This is an optimization exercise on Yosys and OpenROAD, whose aim is small area and a short achievable clock period, not a production implementation.
At most, simulation tests tie the RTL to the original design; equivalence was not proved.
For runs 1, 2 and 5, only the layout was checked, not whether the RTL still works.

`flow/design.v`:
```
module IIR (
    input              clk,
    input              rst_n,
    input        [7:0] adc,
    output       [7:0] dac,
    output             adc_clk,
    output             dac_clk
);
reg [3:0] c;
reg       s;
always @(posedge clk or negedge rst_n)
    if (!rst_n) begin c <= 4'd0; s <= 1'b0; end
    else if (c == 4'd11) begin c <= 4'd0; s <= ~s; end
    else c <= c + 4'd1;
assign adc_clk = s;
assign dac_clk = s;
wire en = (c == 4'd11) & ~s;
reg [7:0] x1;
reg [8:0] y1, y2;
reg [9:0] w;    
always @(posedge clk or negedge rst_n)
    if (!rst_n) w <= 10'd0;
    else if (en) w <= wn;
wire [9:0] wn = {c300, s299, s297, s295, s293, s291, s289, s287, s285, x1[0]};
wire [8:0] y = acc[20:12];
assign dac = y[7:0];
always @(posedge clk or negedge rst_n)
    if (!rst_n) begin x1 <= 8'd0; y1 <= 9'd0; y2 <= 9'd0; end
    else if (en) begin x1 <= adc; y1 <= y; y2 <= y1; end
wire i1;
wire i2;
wire i3;
wire i4;
wire i5;
wire i6;
wire i7;
wire i8;
wire i9;
wire i10;
wire s11;
wire c12;
wire s13;
wire c14;
wire s15;
wire c16;
wire s17;
wire c18;
wire s19;
wire c20;
wire s21;
wire c22;
wire s23;
wire c24;
wire s25;
wire c26;
wire s27;
wire c28;
wire s29;
wire c30;
wire s31;
wire c32;
wire s33;
wire c34;
wire s35;
wire c36;
wire s37;
wire c38;
wire s39;
wire c40;
wire s41;
wire c42;
wire s43;
wire c44;
wire s45;
wire c46;
wire s47;
wire c48;
wire s49;
wire c50;
wire s51;
wire c52;
wire s53;
wire c54;
wire s55;
wire c56;
wire s57;
wire c58;
wire s59;
wire c60;
wire s61;
wire c62;
wire s63;
wire c64;
wire s65;
wire c66;
wire s67;
wire c68;
wire s69;
wire c70;
wire s71;
wire c72;
wire s73;
wire c74;
wire s75;
wire c76;
wire s77;
wire c78;
wire s79;
wire c80;
wire s81;
wire c82;
wire s83;
wire c84;
wire s85;
wire c86;
wire s87;
wire c88;
wire s89;
wire c90;
wire s91;
wire c92;
wire s93;
wire c94;
wire s95;
wire c96;
wire s97;
wire c98;
wire s99;
wire c100;
wire s101;
wire c102;
wire s103;
wire c104;
wire s105;
wire c106;
wire s107;
wire c108;
wire s109;
wire c110;
wire s111;
wire c112;
wire s113;
wire c114;
wire s115;
wire c116;
wire s117;
wire c118;
wire s119;
wire c120;
wire s121;
wire c122;
wire s123;
wire c124;
wire s125;
wire c126;
wire s127;
wire c128;
wire s129;
wire c130;
wire s131;
wire c132;
wire s133;
wire c134;
wire s135;
wire c136;
wire s137;
wire c138;
wire s139;
wire c140;
wire s141;
wire c142;
wire s143;
wire c144;
wire s145;
wire c146;
wire s147;
wire c148;
wire s149;
wire c150;
wire s151;
wire c152;
wire s153;
wire c154;
wire s155;
wire c156;
wire s157;
wire c158;
wire s159;
wire c160;
wire s161;
wire c162;
wire s163;
wire c164;
wire s165;
wire c166;
wire s167;
wire c168;
wire s169;
wire c170;
wire s171;
wire c172;
wire s173;
wire c174;
wire s175;
wire c176;
wire s177;
wire c178;
wire s179;
wire c180;
wire s181;
wire c182;
wire s183;
wire c184;
wire s185;
wire c186;
wire s187;
wire c188;
wire s189;
wire c190;
wire s191;
wire c192;
wire s193;
wire c194;
wire s195;
wire c196;
wire s197;
wire c198;
wire s199;
wire c200;
wire s201;
wire c202;
wire s203;
wire c204;
wire s205;
wire c206;
wire s207;
wire c208;
wire s209;
wire c210;
wire s211;
wire c212;
wire s213;
wire c214;
wire s215;
wire c216;
wire s217;
wire c218;
wire s219;
wire c220;
wire s221;
wire c222;
wire s223;
wire c224;
wire s225;
wire c226;
wire s227;
wire c228;
wire s229;
wire c230;
wire s231;
wire c232;
wire s233;
wire c234;
wire s235;
wire c236;
wire s237;
wire c238;
wire s239;
wire c240;
wire s241;
wire c242;
wire s243;
wire c244;
wire s245;
wire c246;
wire s247;
wire c248;
wire s249;
wire c250;
wire s251;
wire c252;
wire s253;
wire c254;
wire s255;
wire c256;
wire s257;
wire c258;
wire s259;
wire c260;
wire s261;
wire c262;
wire s263;
wire c264;
wire s265;
wire c266;
wire s267;
wire c268;
wire s269;
wire c270;
wire s271;
wire c272;
wire s273;
wire c274;
wire s275;
wire c276;
wire s277;
wire c278;
wire s279;
wire c280;
wire s281;
wire c282;
wire s283;
wire c284;
wire s285;
wire c286;
wire s287;
wire c288;
wire s289;
wire c290;
wire s291;
wire c292;
wire s293;
wire c294;
wire s295;
wire c296;
wire s297;
wire c298;
wire s299;
wire c300;
wire [20:0] ra = {s283, s281, s277, c262, s261, s249, s235, c202, c182, c160, c138, s137, c92, c72, s71, s53, s37, c18, s17, s11, x1[0]};
wire [20:0] rb = {1'b0, 1'b0, 1'b0, s271, 1'b0, 1'b0, 1'b0, s219, s201, s181, s159, 1'b0, s113, s91, 1'b0, 1'b0, 1'b0, s25, 1'b0, 1'b0, y2[0]};
wire [20:0] acc = ra + rb;
assign i1 = ~y1[8];
assign i2 = ~y2[8];
assign i3 = ~y2[0];
assign i4 = ~y2[1];
assign i5 = ~y2[2];
assign i6 = ~y2[3];
assign i7 = ~y2[4];
assign i8 = ~y2[5];
assign i9 = ~y2[6];
assign i10 = ~y2[7];
iir_fa us11 (.a(x1[1]), .b(y1[0]), .c(y2[1]), .s(s11), .co(c12));
iir_fa us13 (.a(w[0]), .b(x1[2]), .c(y1[1]), .s(s13), .co(c14));
iir_fa us15 (.a(y2[2]), .b(y2[0]), .c(c12), .s(s15), .co(c16));
iir_fa us17 (.a(s13), .b(s15), .c(adc[0]), .s(s17), .co(c18));
iir_fa us19 (.a(w[1]), .b(x1[3]), .c(y1[2]), .s(s19), .co(c20));
iir_fa us21 (.a(y1[0]), .b(y2[3]), .c(y2[1]), .s(s21), .co(c22));
iir_fa us23 (.a(c14), .b(s19), .c(s21), .s(s23), .co(c24));
iir_fa us25 (.a(c16), .b(s23), .c(adc[1]), .s(s25), .co(c26));
iir_fa us27 (.a(w[2]), .b(w[0]), .c(x1[4]), .s(s27), .co(c28));
iir_fa us29 (.a(y1[3]), .b(y1[1]), .c(y2[4]), .s(s29), .co(c30));
iir_fa us31 (.a(y2[2]), .b(c20), .c(c22), .s(s31), .co(c32));
iir_fa us33 (.a(s27), .b(s29), .c(c24), .s(s33), .co(c34));
iir_fa us35 (.a(s31), .b(s33), .c(adc[2]), .s(s35), .co(c36));
iir_fa us37 (.a(adc[0]), .b(c26), .c(s35), .s(s37), .co(c38));
assign s39 = ~(w[3] ^ w[1]);
assign c40 = w[3] | w[1];
iir_fa us41 (.a(x1[5]), .b(y1[4]), .c(y1[2]), .s(s41), .co(c42));
iir_fa us43 (.a(y2[5]), .b(y2[3]), .c(i3), .s(s43), .co(c44));
iir_fa us45 (.a(s39), .b(c28), .c(c30), .s(s45), .co(c46));
iir_fa us47 (.a(s41), .b(s43), .c(c32), .s(s47), .co(c48));
iir_fa us49 (.a(s45), .b(c34), .c(s47), .s(s49), .co(c50));
iir_fa us51 (.a(s49), .b(adc[3]), .c(adc[1]), .s(s51), .co(c52));
iir_fa us53 (.a(c36), .b(s51), .c(c38), .s(s53), .co(c54));
iir_fa us55 (.a(w[4]), .b(w[2]), .c(x1[6]), .s(s55), .co(c56));
iir_fa us57 (.a(y1[5]), .b(y1[3]), .c(y1[0]), .s(s57), .co(c58));
iir_fa us59 (.a(y2[6]), .b(y2[4]), .c(i4), .s(s59), .co(c60));
iir_fa us61 (.a(c40), .b(c42), .c(s55), .s(s61), .co(c62));
iir_fa us63 (.a(s57), .b(c44), .c(s59), .s(s63), .co(c64));
iir_fa us65 (.a(c46), .b(s61), .c(s63), .s(s65), .co(c66));
iir_fa us67 (.a(c48), .b(s65), .c(c50), .s(s67), .co(c68));
iir_fa us69 (.a(s67), .b(adc[4]), .c(adc[2]), .s(s69), .co(c70));
iir_fa us71 (.a(c52), .b(s69), .c(c54), .s(s71), .co(c72));
assign s73 = ~(w[5] ^ w[3]);
assign c74 = w[5] | w[3];
iir_fa us75 (.a(x1[7]), .b(y1[6]), .c(y1[4]), .s(s75), .co(c76));
iir_fa us77 (.a(y1[1]), .b(y2[7]), .c(y2[5]), .s(s77), .co(c78));
iir_fa us79 (.a(i5), .b(i3), .c(s73), .s(s79), .co(c80));
iir_fa us81 (.a(c56), .b(c58), .c(s75), .s(s81), .co(c82));
iir_fa us83 (.a(s77), .b(c60), .c(s79), .s(s83), .co(c84));
iir_fa us85 (.a(c62), .b(s81), .c(c64), .s(s85), .co(c86));
iir_fa us87 (.a(s83), .b(c66), .c(s85), .s(s87), .co(c88));
iir_fa us89 (.a(s87), .b(c68), .c(adc[5]), .s(s89), .co(c90));
iir_fa us91 (.a(adc[3]), .b(c70), .c(s89), .s(s91), .co(c92));
assign s93 = ~(w[6] ^ w[4]);
assign c94 = w[6] | w[4];
iir_fa us95 (.a(w[0]), .b(y1[7]), .c(y1[5]), .s(s95), .co(c96));
iir_fa us97 (.a(y1[2]), .b(y2[6]), .c(i2), .s(s97), .co(c98));
iir_fa us99 (.a(i6), .b(i4), .c(c74), .s(s99), .co(c100));
iir_fa us101 (.a(s93), .b(c76), .c(c78), .s(s101), .co(c102));
iir_fa us103 (.a(s95), .b(s97), .c(c80), .s(s103), .co(c104));
iir_fa us105 (.a(s99), .b(c82), .c(s101), .s(s105), .co(c106));
iir_fa us107 (.a(s103), .b(c84), .c(s105), .s(s107), .co(c108));
iir_fa us109 (.a(c86), .b(s107), .c(c88), .s(s109), .co(c110));
iir_fa us111 (.a(s109), .b(adc[6]), .c(adc[4]), .s(s111), .co(c112));
iir_fa us113 (.a(adc[0]), .b(c90), .c(s111), .s(s113), .co(c114));
iir_fa us115 (.a(w[7]), .b(w[5]), .c(w[1]), .s(s115), .co(c116));
iir_fa us117 (.a(y1[6]), .b(y1[3]), .c(y1[0]), .s(s117), .co(c118));
iir_fa us119 (.a(y2[7]), .b(y2[0]), .c(i1), .s(s119), .co(c120));
iir_fa us121 (.a(i7), .b(i5), .c(c94), .s(s121), .co(c122));
iir_fa us123 (.a(c96), .b(s115), .c(s117), .s(s123), .co(c124));
iir_fa us125 (.a(c98), .b(s119), .c(c100), .s(s125), .co(c126));
iir_fa us127 (.a(s121), .b(c102), .c(s123), .s(s127), .co(c128));
iir_fa us129 (.a(c104), .b(s125), .c(c106), .s(s129), .co(c130));
iir_fa us131 (.a(s127), .b(c108), .c(s129), .s(s131), .co(c132));
iir_fa us133 (.a(s131), .b(c110), .c(adc[7]), .s(s133), .co(c134));
iir_fa us135 (.a(adc[5]), .b(adc[1]), .c(c112), .s(s135), .co(c136));
iir_fa us137 (.a(s133), .b(c114), .c(s135), .s(s137), .co(c138));
iir_fa us139 (.a(w[8]), .b(w[6]), .c(w[2]), .s(s139), .co(c140));
iir_fa us141 (.a(y1[7]), .b(y1[4]), .c(y1[1]), .s(s141), .co(c142));
iir_fa us143 (.a(y2[1]), .b(i2), .c(i8), .s(s143), .co(c144));
iir_fa us145 (.a(i6), .b(c116), .c(c118), .s(s145), .co(c146));
iir_fa us147 (.a(s139), .b(s141), .c(c120), .s(s147), .co(c148));
iir_fa us149 (.a(s143), .b(c122), .c(c124), .s(s149), .co(c150));
iir_fa us151 (.a(s145), .b(s147), .c(c126), .s(s151), .co(c152));
iir_fa us153 (.a(s149), .b(c128), .c(s151), .s(s153), .co(c154));
iir_fa us155 (.a(c130), .b(s153), .c(c132), .s(s155), .co(c156));
iir_fa us157 (.a(s155), .b(adc[6]), .c(adc[2]), .s(s157), .co(c158));
iir_fa us159 (.a(c134), .b(s157), .c(c136), .s(s159), .co(c160));
assign s161 = ~(w[9] ^ w[7]);
assign c162 = w[9] | w[7];
iir_fa us163 (.a(w[3]), .b(y1[5]), .c(y1[2]), .s(s163), .co(c164));
iir_fa us165 (.a(y2[2]), .b(i1), .c(i9), .s(s165), .co(c166));
iir_fa us167 (.a(i7), .b(i3), .c(s161), .s(s167), .co(c168));
iir_fa us169 (.a(c140), .b(c142), .c(s163), .s(s169), .co(c170));
iir_fa us171 (.a(c144), .b(s165), .c(s167), .s(s171), .co(c172));
iir_fa us173 (.a(c146), .b(c148), .c(s169), .s(s173), .co(c174));
iir_fa us175 (.a(s171), .b(c150), .c(s173), .s(s175), .co(c176));
iir_fa us177 (.a(c152), .b(s175), .c(c154), .s(s177), .co(c178));
iir_fa us179 (.a(s177), .b(c156), .c(adc[7]), .s(s179), .co(c180));
iir_fa us181 (.a(adc[3]), .b(c158), .c(s179), .s(s181), .co(c182));
assign s183 = ~(w[8] ^ w[4]);
assign c184 = w[8] | w[4];
iir_fa us185 (.a(y1[6]), .b(y1[3]), .c(y1[0]), .s(s185), .co(c186));
iir_fa us187 (.a(y2[3]), .b(i10), .c(i8), .s(s187), .co(c188));
iir_fa us189 (.a(i4), .b(c162), .c(s183), .s(s189), .co(c190));
iir_fa us191 (.a(c164), .b(s185), .c(c166), .s(s191), .co(c192));
iir_fa us193 (.a(s187), .b(c168), .c(s189), .s(s193), .co(c194));
iir_fa us195 (.a(c170), .b(s191), .c(c172), .s(s195), .co(c196));
iir_fa us197 (.a(s193), .b(c174), .c(s195), .s(s197), .co(c198));
iir_fa us199 (.a(c176), .b(s197), .c(c178), .s(s199), .co(c200));
iir_fa us201 (.a(s199), .b(adc[4]), .c(c180), .s(s201), .co(c202));
iir_fa us203 (.a(w[9]), .b(w[5]), .c(y1[7]), .s(s203), .co(c204));
iir_fa us205 (.a(y1[4]), .b(y1[1]), .c(y2[8]), .s(s205), .co(c206));
iir_fa us207 (.a(y2[4]), .b(i9), .c(i5), .s(s207), .co(c208));
iir_fa us209 (.a(c184), .b(c186), .c(s203), .s(s209), .co(c210));
iir_fa us211 (.a(s205), .b(c188), .c(s207), .s(s211), .co(c212));
iir_fa us213 (.a(c190), .b(c192), .c(s209), .s(s213), .co(c214));
iir_fa us215 (.a(s211), .b(c194), .c(s213), .s(s215), .co(c216));
iir_fa us217 (.a(c196), .b(s215), .c(c198), .s(s217), .co(c218));
iir_fa us219 (.a(s217), .b(c200), .c(adc[5]), .s(s219), .co(c220));
iir_fa us221 (.a(w[6]), .b(y1[5]), .c(y1[2]), .s(s221), .co(c222));
iir_fa us223 (.a(y2[5]), .b(i1), .c(i10), .s(s223), .co(c224));
iir_fa us225 (.a(i6), .b(c204), .c(c206), .s(s225), .co(c226));
iir_fa us227 (.a(s221), .b(c208), .c(s223), .s(s227), .co(c228));
iir_fa us229 (.a(c210), .b(s225), .c(c212), .s(s229), .co(c230));
iir_fa us231 (.a(s227), .b(c214), .c(s229), .s(s231), .co(c232));
iir_fa us233 (.a(c216), .b(s231), .c(c218), .s(s233), .co(c234));
iir_fa us235 (.a(s233), .b(adc[6]), .c(c220), .s(s235), .co(c236));
iir_fa us237 (.a(w[7]), .b(y1[6]), .c(y1[3]), .s(s237), .co(c238));
iir_fa us239 (.a(y2[8]), .b(y2[6]), .c(i7), .s(s239), .co(c240));
iir_fa us241 (.a(c222), .b(s237), .c(c224), .s(s241), .co(c242));
iir_fa us243 (.a(s239), .b(c226), .c(c228), .s(s243), .co(c244));
iir_fa us245 (.a(s241), .b(c230), .c(s243), .s(s245), .co(c246));
iir_fa us247 (.a(c232), .b(s245), .c(c234), .s(s247), .co(c248));
iir_fa us249 (.a(adc[7]), .b(s247), .c(c236), .s(s249), .co(c250));
assign s251 = ~(w[8] ^ y1[7]);
assign c252 = w[8] | y1[7];
iir_fa us253 (.a(y1[4]), .b(y2[7]), .c(i8), .s(s253), .co(c254));
iir_fa us255 (.a(s251), .b(c238), .c(c240), .s(s255), .co(c256));
iir_fa us257 (.a(s253), .b(c242), .c(s255), .s(s257), .co(c258));
iir_fa us259 (.a(c244), .b(s257), .c(c246), .s(s259), .co(c260));
iir_fa us261 (.a(s259), .b(c248), .c(c250), .s(s261), .co(c262));
assign s263 = ~(w[9] ^ y1[5]);
assign c264 = w[9] | y1[5];
iir_fa us265 (.a(i1), .b(i2), .c(i9), .s(s265), .co(c266));
iir_fa us267 (.a(c252), .b(s263), .c(c254), .s(s267), .co(c268));
iir_fa us269 (.a(s265), .b(c256), .c(s267), .s(s269), .co(c270));
iir_fa us271 (.a(c258), .b(s269), .c(c260), .s(s271), .co(c272));
iir_fa us273 (.a(y1[6]), .b(i10), .c(c264), .s(s273), .co(c274));
iir_fa us275 (.a(c266), .b(s273), .c(c268), .s(s275), .co(c276));
iir_fa us277 (.a(s275), .b(c270), .c(c272), .s(s277), .co(c278));
iir_fa us279 (.a(y1[7]), .b(y2[8]), .c(c274), .s(s279), .co(c280));
iir_fa us281 (.a(s279), .b(c276), .c(c278), .s(s281), .co(c282));
iir_fa us283 (.a(i1), .b(c280), .c(c282), .s(s283), .co(c284));
assign s285 = adc[0] ^ x1[1];
assign c286 = adc[0] & x1[1];
iir_fa us287 (.a(adc[1]), .b(x1[2]), .c(c286), .s(s287), .co(c288));
iir_fa us289 (.a(adc[2]), .b(x1[3]), .c(c288), .s(s289), .co(c290));
iir_fa us291 (.a(adc[3]), .b(x1[4]), .c(c290), .s(s291), .co(c292));
iir_fa us293 (.a(adc[4]), .b(x1[5]), .c(c292), .s(s293), .co(c294));
iir_fa us295 (.a(adc[5]), .b(x1[6]), .c(c294), .s(s295), .co(c296));
iir_fa us297 (.a(adc[6]), .b(x1[7]), .c(c296), .s(s297), .co(c298));
assign s299 = adc[7] ^ c298;
assign c300 = adc[7] & c298;
endmodule
module iir_fa (input a, input b, input c, output s, output co);
assign s = a ^ b ^ c;
assign co = (a & b) | (a & c) | (b & c);
endmodule
```
`flow/run.sh`:
```
#!/bin/bash
# synth_recipe.tcl (not shown) runs the flow's synth.tcl, then flattens the netlist and writes it again
# the make line also repeats each setting of config.mk as NAME=value (left out here)
make -C /OpenROAD-flow-scripts/flow DESIGN_CONFIG=/design/flow/config.mk WORK_HOME=/design/flow/orfs CLKGATE_MAP_FILE= SYNTH_SCRIPT=/design/flow/synth_recipe.tcl finish
```
`flow/config.mk`:
```
export PLATFORM = sky130hd
export DESIGN_NAME = IIR
export DESIGN_NICKNAME = IIR
export VERILOG_FILES = /design/flow/design.v
export SDC_FILE = /design/flow/constraint.sdc
export NUM_CORES = 4
export LEC_CHECK = 0
export CAP_MARGIN = 20
export CORE_MARGIN = 2
export CORE_UTILIZATION = 40
export SLEW_MARGIN = 20
export SYNTH_HIERARCHICAL = 1
export SYNTH_MINIMUM_KEEP_SIZE = 0
```
`flow/constraint.sdc`:
```
create_clock -name core_clock -period 17.0 [get_ports {clk}]
set_input_delay 3.4000 -clock core_clock [delete_from_list [all_inputs] [get_ports {clk}]]
set_output_delay 3.4000 -clock core_clock [all_outputs]
set_load 0.01 [all_outputs]
```
==> impl_metrics.tcl, run 1 <==
set metrics [dict create \
    status "no timing/DRC/antenna violations" \
    hpwlAfterDp_mm 8.77 \
    setup_viol 0 \
    numCtsBuffers 5 \
    fin_crit_ns 10.92 \
    critical-path-top-delay-family "adder cells" \
    cts_buffer_depth 2 \
    nets 548 \
    post-cts-setup-buffers 0 \
    tightestPinTransition_ns 0.672 \
    critPathKind "primary input to primary output" \
    routed-via-count 2817 \
    die_w_um 115 \
    ios 20 \
    min_period_over_period_pct 64.2 \
    post-route-util_pct 44.8 \
    cts_tree "built" \
    min_to "c[0]$_DFF_PN0_" \
    viasPerCell 5.30 \
    max_stage_delay_ns 0.65 \
    n_antenna_cell 0 \
    r2r_cells 15 \
    drc 0 \
    yosysSeqAreaShare_pct 20.9 \
    path_max_fanout 6 \
    endpoint_kind "primary output" \
    async_reset_ff_share_pct 100 \
    finalMaxSlewViolations 0 \
    synth_top_cell_by_area "fa_1" \
    synth_most_common_cell "fa_1" \
    cp_num_buf_inv 2 \
    io_buffers 19 \
    antenna_found_initial 0 \
    cts.sinks 41 \
    die_area_um2 13200 \
    synth_edf_count 0 \
    ys_ff_latch 41 \
    ys_top_cells_by_count "fa_1, nand2_1, dfrtp_1" \
    holdPathStages 1 \
    clk_pin_slew_worst_paths_ns 0.06 \
    area_growth_syn_to_layout_pct 9.68 \
    synthCells 374 \
    gp_congestion 0.902 \
    r2r-end "y1[7]$_DFFE_PN0P_" \
    crit_required_ns 13.60 \
    clock.fmax_ghz 0.0916 \
    top_layer_used "met4" \
    wl_met1_mm 4.57 \
    cpMaxStageDelayCell "clkdlybuf4s50_1" \
    cts_hold_buf 0 \
    hold_violations 0 \
    critPathArrivalTime_ns 7.52 \
    met3_length_um 424 \
    synth_area_leaders "fa_1, dfrtp_1, ha_1" \
    synthFlopType "dfrtp_1" \
    finalWirelength_mm 10.6 \
    tns_ns 0 \
    fill_cells 1120 \
    grt_first_pass_wirelength_mm 17.8 \
    drive_gt1_share_pct 5.97 \
    die-height_um 115 \
    htree_levels 2 \
    routed-wl-met2_mm 5.42 \
    first_pass_iters 4 \
    reg2reg_from "y1[2]$_DFFE_PN0P_" \
    core_um2 12000 \
    synth_nets 538 \
    hold_start "c[0]$_DFF_PN0_" \
    rsz0062_at_grt "no" \
    syn-mean-instance-area_um2 13.1 \
    crit_chain "clkdlybuf4s50_1 -> fa_1 -> fa_1 -> fa_1 -> fa_1 -> ha_1 -> nand3_1 -> o21ai_1 -> a31o_4 -> a22o_4 -> xor2_2 -> clkdlybuf4s50_1" \
    ff2ff_setup_slack_ns 10.71 \
    synth_top_area_share_pct 55.4 \
    gr-total-overflow 0 \
    slew_headroom_pct 55.2 \
    grt_pass1_vias 3311 \
    ys.warnings.count 7 \
    cts_resized 0 \
    maxCapViolCount 0 \
    synth_cell_types 32 \
    clock_latency_ns 0.30 \
    startpoint_type "primary input" \
    grt_max_degree 55 \
    hp-class "register to register" \
    path_common_cell "fa_1" \
    cts_root_buf "clkbuf_16" \
    drtIter0Drc 118 \
    route.detailed.wl_per_inst_um 19.9 \
    start_util_pct 40.9 \
    grt.total_usage_pct 18.4 \
    rows 40 \
    route.antenna.remaining_nets 0 \
    finClkSkew_ns 0.00780 \
    syn_area_um2 4910 \
]
Yosys stat by module, one instance, submodules excluded:
module,cells inside,flip-flops and latches,cell area (µm²),copies in the design
IIR,238,41,2190,1
iir_fa,1,0,20.0,136
final cells by class:
cell class                      count  area, µm²  area share, %
Clock buffer                        5        125           2.32
Clock inverter                      3       65.1           1.21
Inverter                           35        131           2.44
Multi-Input combinational cell    281       3660           67.9
Sequential cell                    41       1030           19.0
Tap cell                          147        184           3.41
Timing Repair Buffer               20        195           3.62
registers in the layout, indices dropped and copies added (netlist names):
signal / flops
y1: 9
s: 1
y2: 9
c: 4
w: 10
x1: 8
layer usage:
layer | vias up | track usage, %
met5 | - | 0
met3 | 14 | 3.32
li1 | 1172 | -
met4 | 0 | 4.50
met1 | 1566 | 24.9
met2 | 65 | 31.0
per-stage QoR:
step	hold slack (ns)	cells	worst slack (ns)	area, µm²
final	0.458	532	6.08	5390
after global routing	0.481	532	5.87	5390
after CTS	0.462	532	6.08	5380
after detailed placement	0.454	524	6.11	5190
after global placement	0.440	524	6.18	5190
after floorplan	0.430	374	7.40	4910
worst max-delay path by stage:
stage                     slack [ns]      to    from  cells after the start
after CTS                       6.08  dac[5]  adc[2]                     12
after floorplan                 7.40  dac[7]  adc[2]                     11
after detailed placement        6.11  dac[7]  adc[2]                     12
final                           6.08  dac[7]  adc[2]                     12
after global placement          6.18  dac[6]  adc[2]                     12
after global routing            5.87  dac[5]  adc[2]                     12
cells by family after synthesis:
family	Yosys count	synth area share, %
DFF	41	20.9
and+or+nand+nor	80	7.03
xor gates and xnor gates	7	1.40
muxes	9	2.14
adders and majority gates	154	60.0
buffers and inverters	52	4.71
AOI/OAI and AO/OA	31	3.80
cells in the final DEF (no fill, tap or decap), types with 2 or more instances in the layout:
| cell | instances |
|---|---|
| dfrtp_1 | 41 |
| buf_4 | 2 |
| inv_1 | 35 |
| nor2_1 | 5 |
| bufinv_16 | 2 |
| and3_1 | 4 |
| fa_1 | 136 |
| a21oi_1 | 6 |
| ha_1 | 18 |
| nand2_1 | 59 |
| clkbuf_16 | 5 |
| mux2_2 | 8 |
| xor2_1 | 2 |
| xnor2_1 | 4 |
| o21ai_0 | 19 |
| nand2b_1 | 2 |
| nand3_1 | 3 |
| clkdlybuf4s50_1 | 18 |
worst register-to-register path, cell delays in order (launching register included):
cell and delay, ns:
dfrtp_1 0.66, fa_1 0.53, fa_1 0.51, fa_1 0.43, fa_1 0.47, fa_1 0.43, fa_1 0.40, fa_1 0.41
fa_1 0.41, fa_1 0.39, fa_1 0.37, ha_1 0.34, and4_1 0.18, a22o_4 0.25, xor2_2 0.15, mux2_4 0.26
==> run 2: changes to the inputs <==
==> flow/flow/run.sh (new file) <==
#!/bin/bash
# Standard ORFS layout, with plain buffers (buf_2) on the ports instead of the
# delay-cell buffers buffer_ports picks by default.
set -o pipefail
cp standard.sh standard_sh.txt
export BUFFER_PORTS_ARGS="-buffer_cell sky130_fd_sc_hd__buf_2"
bash standard.sh > standard.log 2>&1
==> flow/standard.sh (new file) <==
#!/bin/bash
# synth_recipe.tcl (not shown) runs the flow's synth.tcl, then flattens the netlist and writes it again
# the make line also repeats each setting of config.mk as NAME=value (left out here)
make -C /OpenROAD-flow-scripts/flow DESIGN_CONFIG=/design/flow/config.mk WORK_HOME=/design/flow/orfs CLKGATE_MAP_FILE= SYNTH_SCRIPT=/design/flow/synth_recipe.tcl "${@:-finish}"
removed: flow/run.sh
==> impl_metrics.tcl, run 2 <==
set metrics [dict create \
    cts_root_buf "clkbuf_16" \
    critPathKind "primary input to primary output" \
    finalMaxSlewViolations 0 \
    synth_cell_types 32 \
    reg2reg_from "y1[2]$_DFFE_PN0P_" \
    min_period_over_period_pct 58.4 \
    tightestPinTransition_ns 0.685 \
    status "no timing/DRC/antenna violations" \
    rsz0062_at_grt "no" \
    tns_ns 0 \
    start_util_pct 40.9 \
    final_common_cell "fa_1" \
    hold_start "c[0]$_DFF_PN0_" \
    cts_hold_buf 0 \
    drc 0 \
    top_register "w" \
    synth_nets 538 \
    cts_buffer_depth 2 \
    synthFlopType "dfrtp_1" \
    endpoint_kind "primary output" \
    grt.total_usage_pct 18.1 \
    rows 40 \
    max_stage_delay_ns 0.45 \
    regArea_um2 1030 \
    ys_ff_latch 41 \
    startpoint_type "primary input" \
    hold_ws_ns 0.455 \
    synth_area_leaders "fa_1, dfrtp_1, ha_1" \
    core_um2 12000 \
    ff2ff_setup_slack_ns 10.69 \
    finalNonFillerCells 532 \
    synth_top_area_share_pct 55.4 \
    setup_ws_ns 7.07 \
    antenna_found_initial 0 \
    cp_num_buf_inv 2 \
    clock_latency_ns 0.30 \
    crit_required_ns 13.60 \
    r2r-end "y1[7]$_DFFE_PN0P_" \
    layout_common_cells "fa_1, nand2_1, dfrtp_1, inv_1, o21ai_0" \
    synth_edf_count 0 \
    route.detailed.wl_per_inst_um 19.5 \
    clk_pin_slew_worst_paths_ns 0.06 \
    synth_top_cell_by_area "fa_1" \
    critPathArrivalTime_ns 6.53 \
    routed-via-count 2763 \
    io_buffers 19 \
    hp-class "register to register" \
    drive_gt1_share_pct 10.6 \
    crit_chain "buf_2 -> fa_1 -> fa_1 -> fa_1 -> fa_1 -> ha_1 -> nand3_1 -> o21ai_1 -> a31o_4 -> a22o_4 -> xor2_2 -> buf_2" \
    path_max_fanout 6 \
    ys_top_cells_by_count "fa_1, nand2_1, dfrtp_1" \
    grt_pass1_vias 3166 \
    grt_first_pass_wirelength_mm 17.4 \
    drtIter0Drc 142 \
    die-height_um 115 \
    die_w_um 115 \
    async_reset_ff_share_pct 100 \
    yosysSeqAreaShare_pct 20.9 \
    grt_max_degree 55 \
    route.antenna.remaining_nets 0 \
    multi_input_area_um2 3660 \
    post-cts-setup-buffers 0 \
    htree_levels 2 \
    postPlaceCellArea_um2 5100 \
    pre_cts_ws_ns 7.08 \
    ios 20 \
    die_area_um2 13200 \
    nets 548 \
    synthCells 374 \
    clock.fmax_ghz 0.101 \
    finClkSkew_ns 0.00834 \
    syn-mean-instance-area_um2 13.1 \
    largest_register_ffs 10 \
    gr-total-overflow 0 \
    synth_most_common_cell "fa_1" \
    n_antenna_cell 0 \
    hpwlAfterDp_mm 8.75 \
    first_pass_iters 4 \
    top_regs "w x10, y1 x9, y2 x9" \
    area_growth_syn_to_layout_pct 7.85 \
    r2r_cells 15 \
    hold_violations 0 \
    fin_crit_ns 9.93 \
    worst-path-stages 12 \
    setup_viol 0 \
    syn_area_um2 4910 \
    viasPerCell 5.19 \
    numCtsBuffers 5 \
    path_common_cell "fa_1" \
    cpMaxStageDelayCell "fa_1" \
    min_to "c[0]$_DFF_PN0_" \
    dp_cells 524 \
    cts_resized 0 \
    cts.sinks 41 \
    holdPathStages 1 \
    maxCapViolCount 0 \
    ys.warnings.count 7 \
    gp_congestion 0.875 \
    finalWirelength_mm 10.4 \
    fin_area_um2 5300 \
    fill_cells 1088 \
    slew_headroom_pct 54.3 \
    critical-path-top-delay-family "adder cells" \
    cts_tree "built" \
]
run 2: how the worst max path moves through the flow:
stage,start,end,slack [ns]
2_1_floorplan,adc[2],dac[7],7.40
3_3_place_gp,adc[2],dac[6],7.12
3_5_place_dp,adc[2],dac[7],7.08
4_1_cts,adc[2],dac[7],7.06
5_1_grt,adc[2],dac[6],6.91
6_report,adc[2],dac[7],7.07
run 2: layer usage:
metal	up-vias	wire length [µm]	GRT usage [%]	part of all wire, %
met5	-	0	0	0
met3	16	265	2.69	2.6
met1	1533	4600	25.3	44
met2	42	5270	29.7	51
met4	0	228	5.46	2.2
li1	1172	-	-	-
run 2: final cells by class:
class / count / share of cell area [%]
repair buffers: 20 / 1.98
well taps: 147 / 3.47
flip-flops and latches: 41 / 19.4
clock inverters: 3 / 1.23
inverters: 35 / 2.48
multi-input cells: 281 / 69.1
clock buffers: 5 / 2.36
run 2: cell families after synthesis:
| family | after synthesis | synth area share [%] |
|---|---|---|
| fa+ha+maj | 154 | 60.0 |
| simple gates | 80 | 7.03 |
| buf+inv | 52 | 4.71 |
| flops | 41 | 20.9 |
| compound gates | 31 | 3.80 |
| mux | 9 | 2.14 |
| xor+xnor | 7 | 1.40 |
run 2: stage by stage:
| step | utilization [%] |
|---|---|
| after detailed placement | 42.5 |
| after floorplan | - |
| final | 44.1 |
| after global routing | 44.1 |
| after global placement | 42.5 |
| after CTS | 44.1 |
run 2: Yosys stat by module, one instance, submodules excluded:
module  area, µm²  copies in the design  flip-flops and latches
IIR          2190                     1                      41
iir_fa       20.0                   136                       0
==> run 3: changes to the inputs <==
--- a/flow/design.v
+++ b/flow/design.v
@@ -416,7 +416,7 @@
 iir_fa us151 (.a(s145), .b(s147), .c(c126), .s(s151), .co(c152));
 iir_fa us153 (.a(s149), .b(c128), .c(s151), .s(s153), .co(c154));
 iir_fa us155 (.a(c130), .b(s153), .c(c132), .s(s155), .co(c156));
-iir_fa us157 (.a(s155), .b(adc[6]), .c(adc[2]), .s(s157), .co(c158));
+iir_fa us157 (.a(adc[6]), .b(adc[2]), .c(s155), .s(s157), .co(c158));
 iir_fa us159 (.a(c134), .b(s157), .c(c136), .s(s159), .co(c160));
 assign s161 = ~(w[9] ^ w[7]);
 assign c162 = w[9] | w[7];
@@ -428,8 +428,8 @@
 iir_fa us173 (.a(c146), .b(c148), .c(s169), .s(s173), .co(c174));
 iir_fa us175 (.a(s171), .b(c150), .c(s173), .s(s175), .co(c176));
 iir_fa us177 (.a(c152), .b(s175), .c(c154), .s(s177), .co(c178));
-iir_fa us179 (.a(s177), .b(c156), .c(adc[7]), .s(s179), .co(c180));
-iir_fa us181 (.a(adc[3]), .b(c158), .c(s179), .s(s181), .co(c182));
+iir_fa us179 (.a(s177), .b(adc[7]), .c(adc[3]), .s(s179), .co(c180));
+iir_fa us181 (.a(c156), .b(s179), .c(c158), .s(s181), .co(c182));
 assign s183 = ~(w[8] ^ w[4]);
 assign c184 = w[8] | w[4];
 iir_fa us185 (.a(y1[6]), .b(y1[3]), .c(y1[0]), .s(s185), .co(c186));
@@ -440,7 +440,7 @@
 iir_fa us195 (.a(c170), .b(s191), .c(c172), .s(s195), .co(c196));
 iir_fa us197 (.a(s193), .b(c174), .c(s195), .s(s197), .co(c198));
 iir_fa us199 (.a(c176), .b(s197), .c(c178), .s(s199), .co(c200));
-iir_fa us201 (.a(s199), .b(adc[4]), .c(c180), .s(s201), .co(c202));
+iir_fa us201 (.a(adc[4]), .b(s199), .c(c180), .s(s201), .co(c202));
 iir_fa us203 (.a(w[9]), .b(w[5]), .c(y1[7]), .s(s203), .co(c204));
 iir_fa us205 (.a(y1[4]), .b(y1[1]), .c(y2[8]), .s(s205), .co(c206));
 iir_fa us207 (.a(y2[4]), .b(i9), .c(i5), .s(s207), .co(c208));
@@ -449,7 +449,7 @@
 iir_fa us213 (.a(c190), .b(c192), .c(s209), .s(s213), .co(c214));
 iir_fa us215 (.a(s211), .b(c194), .c(s213), .s(s215), .co(c216));
 iir_fa us217 (.a(c196), .b(s215), .c(c198), .s(s217), .co(c218));
-iir_fa us219 (.a(s217), .b(c200), .c(adc[5]), .s(s219), .co(c220));
+iir_fa us219 (.a(adc[5]), .b(s217), .c(c200), .s(s219), .co(c220));
 iir_fa us221 (.a(w[6]), .b(y1[5]), .c(y1[2]), .s(s221), .co(c222));
 iir_fa us223 (.a(y2[5]), .b(i1), .c(i10), .s(s223), .co(c224));
 iir_fa us225 (.a(i6), .b(c204), .c(c206), .s(s225), .co(c226));
@@ -457,14 +457,14 @@
 iir_fa us229 (.a(c210), .b(s225), .c(c212), .s(s229), .co(c230));
 iir_fa us231 (.a(s227), .b(c214), .c(s229), .s(s231), .co(c232));
 iir_fa us233 (.a(c216), .b(s231), .c(c218), .s(s233), .co(c234));
-iir_fa us235 (.a(s233), .b(adc[6]), .c(c220), .s(s235), .co(c236));
+iir_fa us235 (.a(adc[6]), .b(s233), .c(c220), .s(s235), .co(c236));
 iir_fa us237 (.a(w[7]), .b(y1[6]), .c(y1[3]), .s(s237), .co(c238));
 iir_fa us239 (.a(y2[8]), .b(y2[6]), .c(i7), .s(s239), .co(c240));
 iir_fa us241 (.a(c222), .b(s237), .c(c224), .s(s241), .co(c242));
 iir_fa us243 (.a(s239), .b(c226), .c(c228), .s(s243), .co(c244));
 iir_fa us245 (.a(s241), .b(c230), .c(s243), .s(s245), .co(c246));
-iir_fa us247 (.a(c232), .b(s245), .c(c234), .s(s247), .co(c248));
-iir_fa us249 (.a(adc[7]), .b(s247), .c(c236), .s(s249), .co(c250));
+iir_fa us247 (.a(c232), .b(s245), .c(adc[7]), .s(s247), .co(c248));
+iir_fa us249 (.a(c234), .b(s247), .c(c236), .s(s249), .co(c250));
 assign s251 = ~(w[8] ^ y1[7]);
 assign c252 = w[8] | y1[7];
 iir_fa us253 (.a(y1[4]), .b(y2[7]), .c(i8), .s(s253), .co(c254));
==> impl_metrics.tcl, run 3 <==
set metrics [dict create \
    route.antenna.remaining_nets 0 \
    cts_tree "built" \
    drive_gt1_share_pct 10.6 \
    grt.total_usage_pct 17.9 \
    cts_root_buf "clkbuf_16" \
    cts_hold_buf 0 \
    postPlaceCellArea_um2 5100 \
    synthFlopType "dfrtp_1" \
    hp-class "register to register" \
    finalNonFillerCells 532 \
    synth_top_cell_by_area "fa_1" \
    grt_pass1_vias 3208 \
    finClkSkew_ns 0.00813 \
    post-route-util_pct 44.1 \
    route.detailed.wl_per_inst_um 19.6 \
    gr-total-overflow 0 \
    hpwlAfterDp_mm 8.81 \
    cts_buffer_depth 2 \
    crit_required_ns 13.60 \
    critPathArrivalTime_ns 6.59 \
    dp_cells 524 \
    setup_viol 0 \
    path_max_fanout 6 \
    post-cts-setup-buffers 0 \
    r2r-end "y1[7]$_DFFE_PN0P_" \
    core_um2 12000 \
    layout_common_cells "fa_1, nand2_1, dfrtp_1, inv_1" \
    viasPerCell 5.20 \
    die-height_um 115 \
    synth_most_common_cell "fa_1" \
    routed-via-count 2764 \
    cts.sinks 41 \
    rsz0062_at_grt "no" \
    final_common_cell "fa_1" \
    die_area_um2 13200 \
    async_reset_ff_share_pct 100 \
    cts_resized 0 \
    antenna_found_initial 0 \
    tightestPinTransition_ns 0.946 \
    reg2reg_from "y1[1]$_DFFE_PN0P_" \
    top_register "w" \
    hold_violations 0 \
    gp_congestion 0.896 \
    syn-mean-instance-area_um2 13.1 \
    hold_start "c[0]$_DFF_PN0_" \
    ios 20 \
    first_pass_iters 4 \
    clock_latency_ns 0.29 \
    nets 548 \
    syn_area_um2 4910 \
    grt_max_degree 55 \
    synth_edf_count 0 \
    r2r_cells 15 \
    die_w_um 115 \
    area_growth_syn_to_layout_pct 7.80 \
    ff2ff_setup_slack_ns 10.76 \
    top_regs "w x10, y1 x9, y2 x9" \
    clock.fmax_ghz 0.100 \
    start_util_pct 40.9 \
    yosysSeqAreaShare_pct 20.9 \
    tns_ns 0 \
    finalWirelength_mm 10.4 \
    cp-startpoint "adc[2]" \
    synth_nets 538 \
    n_antenna_cell 0 \
    htree_levels 2 \
    synth_cell_types 32 \
    critical-path-top-delay-family "adder cells" \
    critPathKind "primary input to primary output" \
    ys.warnings.count 7 \
    synth_top_area_share_pct 55.4 \
    min_period_over_period_pct 58.7 \
    endpoint_kind "primary output" \
    drc 0 \
    drtIter0Drc 129 \
    status "no timing/DRC/antenna violations" \
    min_to "c[0]$_DFF_PN0_" \
    synthCells 374 \
    cp_num_buf_inv 2 \
    numCtsBuffers 5 \
    holdPathStages 1 \
    ys_top_cells_by_count "fa_1, nand2_1, dfrtp_1" \
    cpMaxStageDelayCell "fa_1" \
    maxCapViolCount 0 \
    finalMaxSlewViolations 0 \
    startpoint_type "primary input" \
    clk_pin_slew_worst_paths_ns 0.06 \
    grt_first_pass_wirelength_mm 17.2 \
    slew_headroom_pct 36.9 \
    path_common_cell "fa_1" \
    max_stage_delay_ns 0.45 \
    crit_chain "buf_2 -> fa_1 -> fa_1 -> fa_1 -> fa_1 -> ha_1 -> nand3_1 -> o21ai_1 -> a31o_4 -> a22o_4 -> a21oi_1 -> buf_2" \
    ys_ff_latch 41 \
    rows 40 \
    io_buffers 19 \
    largest_register_ffs 10 \
    fin_crit_ns 9.99 \
    fin_area_um2 5290 \
    fill_cells 1113 \
    synth_area_leaders "fa_1, dfrtp_1, ha_1" \
]
## run 3: cell counts after synthesis
No cell type changed its count.
## run 3: modules after synthesis, one instance, submodules excluded
module	flops+latches	area [µm²]	cells inside	copies in the design
iir_fa	0	20.0	1	136
IIR	41	2190	238	1
## run 3: metrics by stage
stage	worst slack (ns)	hold slack [ns]
2_1_floorplan	7.40	0.430
3_3_place_gp	7.11	0.440
3_5_place_dp	6.99	0.452
4_1_cts	7.00	0.460
5_1_grt	6.85	0.475
6_report	7.01	0.453
## run 3: kinds of logic (layout without fill, tap and decap cells)
| kind of cell | after synthesis | count (layout) | synth area share, % |
|---|---|---|---|
| AO/OA/AOI/OAI | 31 | 31 | 3.80 |
| XOR/XNOR | 7 | 7 | 1.40 |
| adder cells (fa/ha/maj) | 154 | 154 | 60.0 |
| buffers and inverters | 52 | 63 | 4.71 |
| flip-flops | 41 | 41 | 20.9 |
| multiplexers | 9 | 9 | 2.14 |
| AND/OR/NAND/NOR | 80 | 80 | 7.03 |
## run 3: worst register-to-register path: cells and delay by family (launching register included)
family	cells	cell delay (ns)
AND/OR/NAND/NOR	1	0.18
XOR/XNOR	1	0.15
multiplexers	1	0.25
flip-flops	1	0.66
AO/OA/AOI/OAI	1	0.25
adder cells (fa/ha/maj)	11	4.63
## run 3: worst max path at each step
stage               endpoint  slack [ns]  depth (start not counted)
CTS                   dac[6]        7.00                         12
global route          dac[7]        6.85                         12
global placement      dac[7]        7.11                         12
finish                dac[6]        7.01                         12
floorplan             dac[7]        7.40                         11
detailed placement    dac[6]        6.99                         12
## run 3: routing by layer
metal / vias up / track usage, % / share of wire (%)
li1: 1173 / - / -
met1: 1510 / 24.5 / 42
met2: 67 / 29.9 / 51
met3: 14 / 2.64 / 4.4
met4: 0 / 6.02 / 2.4
met5: - / 0 / 0
## run 3: cell type report
class / count / area [µm²] / share of cell area [%]
Clock buffer: 5 / 125 / 2.36
Clock inverter: 3 / 65.1 / 1.23
Inverter: 35 / 131 / 2.48
Multi-Input combinational cell: 281 / 3660 / 69.1
Sequential cell: 41 / 1030 / 19.4
Tap cell: 147 / 184 / 3.47
Timing Repair Buffer: 20 / 103 / 1.94
==> run 4: changes to the inputs <==
==> flow/flow/run.sh (replaced) <==
#!/bin/bash
# Standard ORFS layout (the standard.sh) with two changes:
#  - the ports get plain buffers (buf_2) instead of the delay cells that
#    buffer_ports picks by default;
#  - the clock tree is built from clkbuf_8 cells, without dummy load cells.
# standard.sh's and ORFS's output go to standard.log and orfs/logs/.
set -o pipefail
cp standard.sh standard_sh.txt
export BUFFER_PORTS_ARGS="-buffer_cell sky130_fd_sc_hd__buf_2"
export CTS_ARGS="-sink_clustering_enable -repair_clock_nets -dont_use_dummy_load -buf_list sky130_fd_sc_hd__clkbuf_8"
bash standard.sh > standard.log 2>&1
==> impl_metrics.tcl, run 4 <==
set metrics [dict create \
    top_regs "w x10, y1 x9, y2 x9" \
    setup_viol 0 \
    cpMaxStageDelayCell "fa_1" \
    viasPerCell 5.20 \
    cp_num_buf_inv 2 \
    cts_root_buf "clkbuf_8" \
    start_util_pct 40.9 \
    gp_congestion 0.896 \
    htree_levels 2 \
    top_register "w" \
    grt_max_degree 55 \
    maxCapViolCount 0 \
    critical-path-top-delay-family "adder cells" \
    route.antenna.remaining_nets 0 \
    status "no timing/DRC/antenna violations" \
    synthFlopType "dfrtp_1" \
    synthCells 374 \
    ios 20 \
    fill_cells 1122 \
    first_pass_iters 4 \
    layout_common_cells "fa_1, nand2_1, dfrtp_1, inv_1" \
    die-height_um 115 \
    hpwlAfterDp_mm 8.81 \
    path_common_cell "fa_1" \
    hold_start "c[0]$_DFF_PN0_" \
    yosysSeqAreaShare_pct 20.9 \
    synth_edf_count 0 \
    critPathKind "primary input to primary output" \
    tns_ns 0 \
    finalWirelength_mm 10.3 \
    syn-mean-instance-area_um2 13.1 \
    core_um2 12000 \
    rows 40 \
    cts_resized 0 \
    cts.sinks 41 \
    cts_buffer_depth 2 \
    post-route-util_pct 43.1 \
    crit_required_ns 13.60 \
    area_growth_syn_to_layout_pct 5.32 \
    hp-class "register to register" \
    gr-total-overflow 0 \
    endpoint_kind "primary output" \
    clock_latency_ns 0.30 \
    finalMaxSlewViolations 0 \
    synth_area_leaders "fa_1, dfrtp_1, ha_1" \
    reg2reg_from "y1[1]$_DFFE_PN0P_" \
    nets 548 \
    min_period_over_period_pct 58.8 \
    post-cts-setup-buffers 0 \
    io_buffers 19 \
    startpoint_type "primary input" \
    antenna_found_initial 0 \
    hold_violations 0 \
    max_stage_delay_ns 0.45 \
    r2r_cells 15 \
    worst-path-stages 12 \
    n_antenna_cell 0 \
    drc 0 \
    cts_hold_buf 0 \
    die_area_um2 13200 \
    grt.total_usage_pct 17.6 \
    ys_top_cells_by_count "fa_1, nand2_1, dfrtp_1" \
    numCtsBuffers 5 \
    ys.warnings.count 7 \
    synth_top_area_share_pct 55.4 \
    slew_headroom_pct 36.6 \
    finClkSkew_ns 0.0120 \
    rsz0062_at_grt "no" \
    clk_pin_slew_worst_paths_ns 0.08 \
    drtIter0Drc 156 \
    grt_pass1_vias 3160 \
    synth_nets 538 \
    final_common_cell "fa_1" \
    synth_cell_types 32 \
    syn_area_um2 4910 \
    path_max_fanout 6 \
    synth_most_common_cell "fa_1" \
    critPathArrivalTime_ns 6.59 \
    cp-startpoint "adc[2]" \
    clock.fmax_ghz 0.100 \
    fin_crit_ns 9.99 \
    async_reset_ff_share_pct 100 \
    grt_first_pass_wirelength_mm 17.1 \
    largest_register_ffs 10 \
    routed-via-count 2751 \
    route.detailed.wl_per_inst_um 19.5 \
    die_w_um 115 \
    ys_ff_latch 41 \
    holdPathStages 1 \
    synth_top_cell_by_area "fa_1" \
    drive_gt1_share_pct 9.95 \
    crit_chain "buf_2 -> fa_1 -> fa_1 -> fa_1 -> fa_1 -> ha_1 -> nand3_1 -> o21ai_1 -> a31o_4 -> a22o_4 -> a21oi_1 -> buf_2" \
    tightestPinTransition_ns 0.951 \
    cts_tree "built" \
]
==> run 4: cell counts after synthesis <==
No cell type changed its count.
==> run 4: through the flow <==
step | setup slack, ns | std cells | hold WS (ns) | cell area [µm²]
floorplan | 7.40 | 374 | 0.430 | 4910
global placement | 7.11 | 524 | 0.440 | 5100
detailed placement | 6.99 | 524 | 0.452 | 5100
CTS | 7.00 | 529 | 0.464 | 5170
global route | 6.85 | 529 | 0.479 | 5170
finish | 7.01 | 529 | 0.456 | 5170
==> run 4: layout make-up <==
class / count / area (µm²) / share of cell area [%]
multi-input combinational: 281 / 3660 / 70.8
sequential: 41 / 1030 / 19.8
tap: 147 / 184 / 3.56
inverter: 35 / 131 / 2.54
timing repair buffer: 20 / 103 / 1.98
clock buffer: 5 / 68.8 / 1.33
==> run 4: path summary, 6_finish.rpt <==
kind                                     end  slack, ns
setup / recovery                      dac[6]       7.01
hold / removal                c[0]$_DFF_PN0_       0.46
setup reg to reg           y1[7]$_DFFE_PN0P_      10.76
hold reg to reg               c[0]$_DFF_PN0_       0.46
max in group asynchronous   w[5]$_DFFE_PN0P_      13.17
min in group asynchronous   w[7]$_DFFE_PN0P_       3.24
==> run 4: logic make-up (layout without fill, tap and decap cells) <==
logic type	after synthesis	in the layout	share of synthesized area, %
fa+ha+maj	154	154	60.0
simple gates	80	80	7.03
buf+inv	52	60	4.71
flops	41	41	20.9
compound gates	31	31	3.80
mux	9	9	2.14
xor+xnor	7	7	1.40
==> run 4: worst register-to-register path: stages, from the launching register on <==
cell and delay (ns):
dfrtp_1 0.66, fa_1 0.54, fa_1 0.42, fa_1 0.54, fa_1 0.43, fa_1 0.42, fa_1 0.39, fa_1 0.38
fa_1 0.41, fa_1 0.39, fa_1 0.38, ha_1 0.34, and4_1 0.18, a22o_4 0.25, xor2_2 0.15, mux2_4 0.25
==> run 4: layer usage <==
layer,GRT usage (%),wire (µm)
met1,24.5,4430
met3,2.53,428
met4,4.74,204
met5,0,0
met2,29.5,5240
==> run 4: modules after synthesis, one instance, submodules excluded <==
module | copies in the design | flops+latches | area, µm²
IIR | 1 | 41 | 2190
iir_fa | 136 | 0 | 20.0
==> run 5: changes to the inputs <==
--- a/flow/design.v
+++ b/flow/design.v
@@ -16,17 +16,12 @@
 assign dac_clk = s;
 wire en = (c == 4'd11) & ~s;
 reg [7:0] x1;
+reg [9:0] w;     
 reg [8:0] y1, y2;
-reg [9:0] w;    
+wire [8:0] y;
 always @(posedge clk or negedge rst_n)
-    if (!rst_n) w <= 10'd0;
-    else if (en) w <= wn;
-wire [9:0] wn = {c300, s299, s297, s295, s293, s291, s289, s287, s285, x1[0]};
-wire [8:0] y = acc[20:12];
-assign dac = y[7:0];
-always @(posedge clk or negedge rst_n)
-    if (!rst_n) begin x1 <= 8'd0; y1 <= 9'd0; y2 <= 9'd0; end
-    else if (en) begin x1 <= adc; y1 <= y; y2 <= y1; end
+    if (!rst_n) begin x1 <= 8'd0; w <= 10'd0; y1 <= 9'd0; y2 <= 9'd0; end
+    else if (en) begin x1 <= adc; w <= wn; y1 <= y; y2 <= y1; end
 wire i1;
 wire i2;
 wire i3;
@@ -311,25 +306,9 @@
 wire c282;
 wire s283;
 wire c284;
-wire s285;
-wire c286;
-wire s287;
-wire c288;
-wire s289;
-wire c290;
-wire s291;
-wire c292;
-wire s293;
-wire c294;
-wire s295;
-wire c296;
-wire s297;
-wire c298;
-wire s299;
-wire c300;
-wire [20:0] ra = {s283, s281, s277, c262, s261, s249, s235, c202, c182, c160, c138, s137, c92, c72, s71, s53, s37, c18, s17, s11, x1[0]};
-wire [20:0] rb = {1'b0, 1'b0, 1'b0, s271, 1'b0, 1'b0, 1'b0, s219, s201, s181, s159, 1'b0, s113, s91, 1'b0, 1'b0, 1'b0, s25, 1'b0, 1'b0, y2[0]};
-wire [20:0] acc = ra + rb;
+wire [20:0] sum1;
+assign sum1 = {s283, s281, s277, c262, s261, s249, s235, c202, c182, c160, c138, s137, c92, c72, s71, s53, s37, c18, s17, s11, x1[0]} + {1'b0, 1'b0, 1'b0, s271, 1'b0, 1'b0, 1'b0, s219, s201, s181, s159, 1'b0, s113, s91, 1'b0, 1'b0, 1'b0, s25, 1'b0, 1'b0, y2[0]};
+wire [9:0] wn = {1'b0, adc, 1'b0} + {2'b0, x1};
 assign i1 = ~y1[8];
 assign i2 = ~y2[8];
 assign i3 = ~y2[0];
@@ -484,16 +463,8 @@
 iir_fa us279 (.a(y1[7]), .b(y2[8]), .c(c274), .s(s279), .co(c280));
 iir_fa us281 (.a(s279), .b(c276), .c(c278), .s(s281), .co(c282));
 iir_fa us283 (.a(i1), .b(c280), .c(c282), .s(s283), .co(c284));
-assign s285 = adc[0] ^ x1[1];
-assign c286 = adc[0] & x1[1];
-iir_fa us287 (.a(adc[1]), .b(x1[2]), .c(c286), .s(s287), .co(c288));
-iir_fa us289 (.a(adc[2]), .b(x1[3]), .c(c288), .s(s289), .co(c290));
-iir_fa us291 (.a(adc[3]), .b(x1[4]), .c(c290), .s(s291), .co(c292));
-iir_fa us293 (.a(adc[4]), .b(x1[5]), .c(c292), .s(s293), .co(c294));
-iir_fa us295 (.a(adc[5]), .b(x1[6]), .c(c294), .s(s295), .co(c296));
-iir_fa us297 (.a(adc[6]), .b(x1[7]), .c(c296), .s(s297), .co(c298));
-assign s299 = adc[7] ^ c298;
-assign c300 = adc[7] & c298;
+assign y = sum1[20:12];
+assign dac = y[7:0];
 endmodule
 module iir_fa (input a, input b, input c, output s, output co);
 assign s = a ^ b ^ c;
==> flow/flow/run.sh (replaced) <==
#!/bin/bash
# Standard ORFS layout with two changes: plain buffers (buf_2) on the ports
# instead of the delay cells buffer_ports picks by default, and a clock tree
# without dummy load cells, built from small clock buffers.
set -o pipefail
cp standard.sh standard_sh.txt
export BUFFER_PORTS_ARGS="-buffer_cell sky130_fd_sc_hd__buf_2"
export CTS_ARGS="-sink_clustering_enable -repair_clock_nets -dont_use_dummy_load -buf_list {sky130_fd_sc_hd__clkbuf_4 sky130_fd_sc_hd__clkbuf_8}"
bash standard.sh > standard.log 2>&1
==> impl_metrics.tcl, run 5 <==
set metrics [dict create \
    status "no timing/DRC/antenna violations" \
    startpoint_type "primary input" \
    maxCapViolCount 0 \
    synth_top_cell_by_area "fa_1" \
    clock_latency_ns 0.30 \
    drive_gt1_share_pct 9.77 \
    ys_ff_latch 41 \
    min_period_over_period_pct 61.1 \
    largest_register_ffs 10 \
    io_buffers 19 \
    synth_most_common_cell "fa_1" \
    fin_area_um2 5280 \
    layout_common_cells "fa_1, nand2_1, dfrtp_1, inv_1, ha_1" \
    critPathKind "primary input to primary output" \
    synth_top_area_share_pct 52.6 \
    top_regs "w x10, y1 x9, y2 x9" \
    start_util_pct 41.2 \
    fin_crit_ns 10.39 \
    area_growth_syn_to_layout_pct 5.97 \
    cts.sinks 41 \
    nets 565 \
    hp-class "register to register" \
    first_pass_iters 4 \
    htree_levels 2 \
    syn_area_um2 4990 \
    antenna_found_initial 0 \
    die_area_um2 13400 \
    synth_area_leaders "fa_1, dfrtp_1, ha_1" \
    ys.warnings.count 7 \
    tightestPinTransition_ns 0.580 \
    endpoint_kind "primary output" \
    synth_edf_count 0 \
    cts_root_buf "clkbuf_8" \
    finalMaxSlewViolations 0 \
    route.detailed.wl_per_inst_um 18.6 \
    rows 40 \
    max_stage_delay_ns 0.45 \
    cts_buffer_depth 2 \
    async_reset_ff_share_pct 100 \
    synth_compound_area_share_pct 6.17 \
    slew_headroom_pct 61.3 \
    hold_violations 0 \
    hpwlAfterDp_mm 8.95 \
    dp_cells 562 \
    synth_cell_types 34 \
    synthFlopType "dfrtp_1" \
    cts_resized 0 \
    synth_adder_area_share_pct 58.4 \
    final_common_cell "fa_1" \
    ios 20 \
    die_w_um 116 \
    gp_congestion 0.900 \
    top_register "w" \
    grt.total_usage_pct 17.8 \
    tns_ns 0 \
    crit_required_ns 13.60 \
    finClkSkew_ns 0.00988 \
    fill_cells 1153 \
    clock.fmax_ghz 0.0963 \
    ys_top_cells_by_count "fa_1, nand2_1, dfrtp_1" \
    synth_nets 554 \
    post-cts-setup-buffers 0 \
    viasPerCell 4.99 \
    multi_input_area_um2 3730 \
    finalWirelength_mm 10.6 \
    path_max_fanout 5 \
    post-route-util_pct 43.6 \
    drc 0 \
    grt_pass1_vias 3242 \
    grt_first_pass_wirelength_mm 17.5 \
    rsz0062_at_grt "no" \
    synth_top_family_by_area "adder cells" \
    clk_pin_slew_worst_paths_ns 0.08 \
    postPlaceCellArea_um2 5210 \
    die-height_um 116 \
    gr-total-overflow 0 \
    cts_tree "built" \
    regArea_um2 1030 \
    setup_viol 0 \
    yosys.area_share.simple_pct 6.55 \
    path_common_cell "fa_1" \
    routed-via-count 2830 \
    syn-mean-instance-area_um2 12.8 \
    core_um2 12100 \
    grt_max_degree 51 \
    drtIter0Drc 132 \
    synthXorXnorAreaFrac_pct 1.93 \
    crit_chain "buf_2 -> fa_1 -> fa_1 -> fa_1 -> fa_1 -> ha_1 -> and4_1 -> nand4_1 -> o22ai_2 -> a31o_4 -> a41oi_4 -> or3_1 -> nand2_1 -> buf_2" \
    finalNonFillerCells 567 \
    numCtsBuffers 5 \
    cts_hold_buf 0 \
    n_antenna_cell 0 \
    route.antenna.remaining_nets 0 \
    synth_mux_area_share_pct 1.66 \
    critPathArrivalTime_ns 6.99 \
    cpMaxStageDelayCell "fa_1" \
    synthCells 390 \
    yosysSeqAreaShare_pct 20.6 \
]
## run 5: changes by cell type in the layout (fill, tap and decap cells not counted), sizes merged, moves of 3 or more
| cell | previous run | this run |
|---|---|---|
| nand2 | 59 | 51 |
| fa | 136 | 131 |
| ha | 18 | 23 |
| a21oi | 6 | 10 |
| inv | 35 | 38 |
| nor2 | 5 | 8 |
| xnor2 | 4 | 7 |
## run 5: logic make-up after synthesis
logic type / count (synthesis)
adder cells (fa/ha/maj): 154
AND/OR/NAND/NOR: 76
AO/OA/AOI/OAI: 47
XOR/XNOR: 11
multiplexers: 7
flip-flops: 41
buffers and inverters: 54
## run 5: critical path, delay by kind of cell
kind,cells,cell delay [ns]
buffers and inverters,2,0.28
and+or+nand+nor,4,0.79
AOI/OAI and AO/OA,3,0.62
adders and majority gates,5,1.90
## run 5: per-module statistics from Yosys, one instance, submodules excluded
module,cell area [µm²],flops+latches,times used,cells
IIR,2380,41,1,260
iir_fa,20.0,0,130,1
## run 5: cell type report
cell class / instances / area share [%]
Multi-Input combinational cell: 295 / 70.6
Tap cell: 168 / 3.98
Clock buffer: 5 / 1.30
Timing Repair Buffer: 20 / 1.99
Inverter: 38 / 2.70
Sequential cell: 41 / 19.4
## run 5: worst paths after layout
check / startpoint / to / slack [ns] / depth (start not counted)
setup / recovery: adc[2] / dac[7] / 6.61 / 14
hold reg to reg: c[0]$_DFF_PN0_ / c[0]$_DFF_PN0_ / 0.46 / 1
setup reg to reg: y1[4]$_DFFE_PN0P_ / y1[7]$_DFFE_PN0P_ / 10.71 / 16
min in group asynchronous: rst_n / y1[0]$_DFFE_PN0P_ / 3.07 / 1
max in group asynchronous: rst_n / w[1]$_DFFE_PN0P_ / 13.51 / 1
hold / removal: c[0]$_DFF_PN0_ / c[0]$_DFF_PN0_ / 0.46 / 1
## run 5: metal layers
metal / up-vias / global-route usage (%) / share of wire, %
met1: 1523 / 24.1 / 43
li1: 1242 / - / -
met2: 51 / 30.6 / 52
met5: - / 0 / 0
met3: 14 / 2.62 / 3.3
met4: 0 / 4.60 / 1.7
## run 5: metrics by stage
stage	worst slack [ns]	hold WS, ns
4_1_cts	6.59	0.467
6_report	6.61	0.458
3_3_place_gp	6.76	0.443
3_5_place_dp	6.60	0.455
5_1_grt	6.46	0.509
2_1_floorplan	7.09	0.428

re-timing with driven ports:
How much do the figures lean on ideal ports? The routed layouts below were timed once more, with nothing changed but the port constraints.
Step 1 sets driving cells, clkbuf_16 on the clock port and buf_2 on the other inputs (assumed; they add their load-dependent delay and slew).
Step 2 adds t to the input delays and takes it off the output delays; t is the mean of the earliest and latest rising clock arrival at the registers after step 1. Input paths then give back, and output paths get back, about the clock's delay inside the block.
Slacks: no drivers / after step 1 / after step 2; pairs: no drivers / after step 1.
run	shift t [ns]	setup slack, ns	hold slack, ns
run 1	0.328	6.085 / 6.055 / 6.055	0.458 / 0.458 / 0.458
run 2	0.327	7.066 / 7.044 / 7.044	0.455 / 0.455 / 0.455
run 3	0.329	7.015 / 6.990 / 6.990	0.453 / 0.453 / 0.453
run 4	0.330	7.011 / 6.986 / 6.986	0.456 / 0.456 / 0.456
run 5	0.332	6.614 / 6.587 / 6.587	0.458 / 0.458 / 0.458
After both steps setup and hold are still met in every run listed. The setup slack of run 1, which loses most, moves by -0.030 ns with the drivers and by -0.030 ns with both steps.
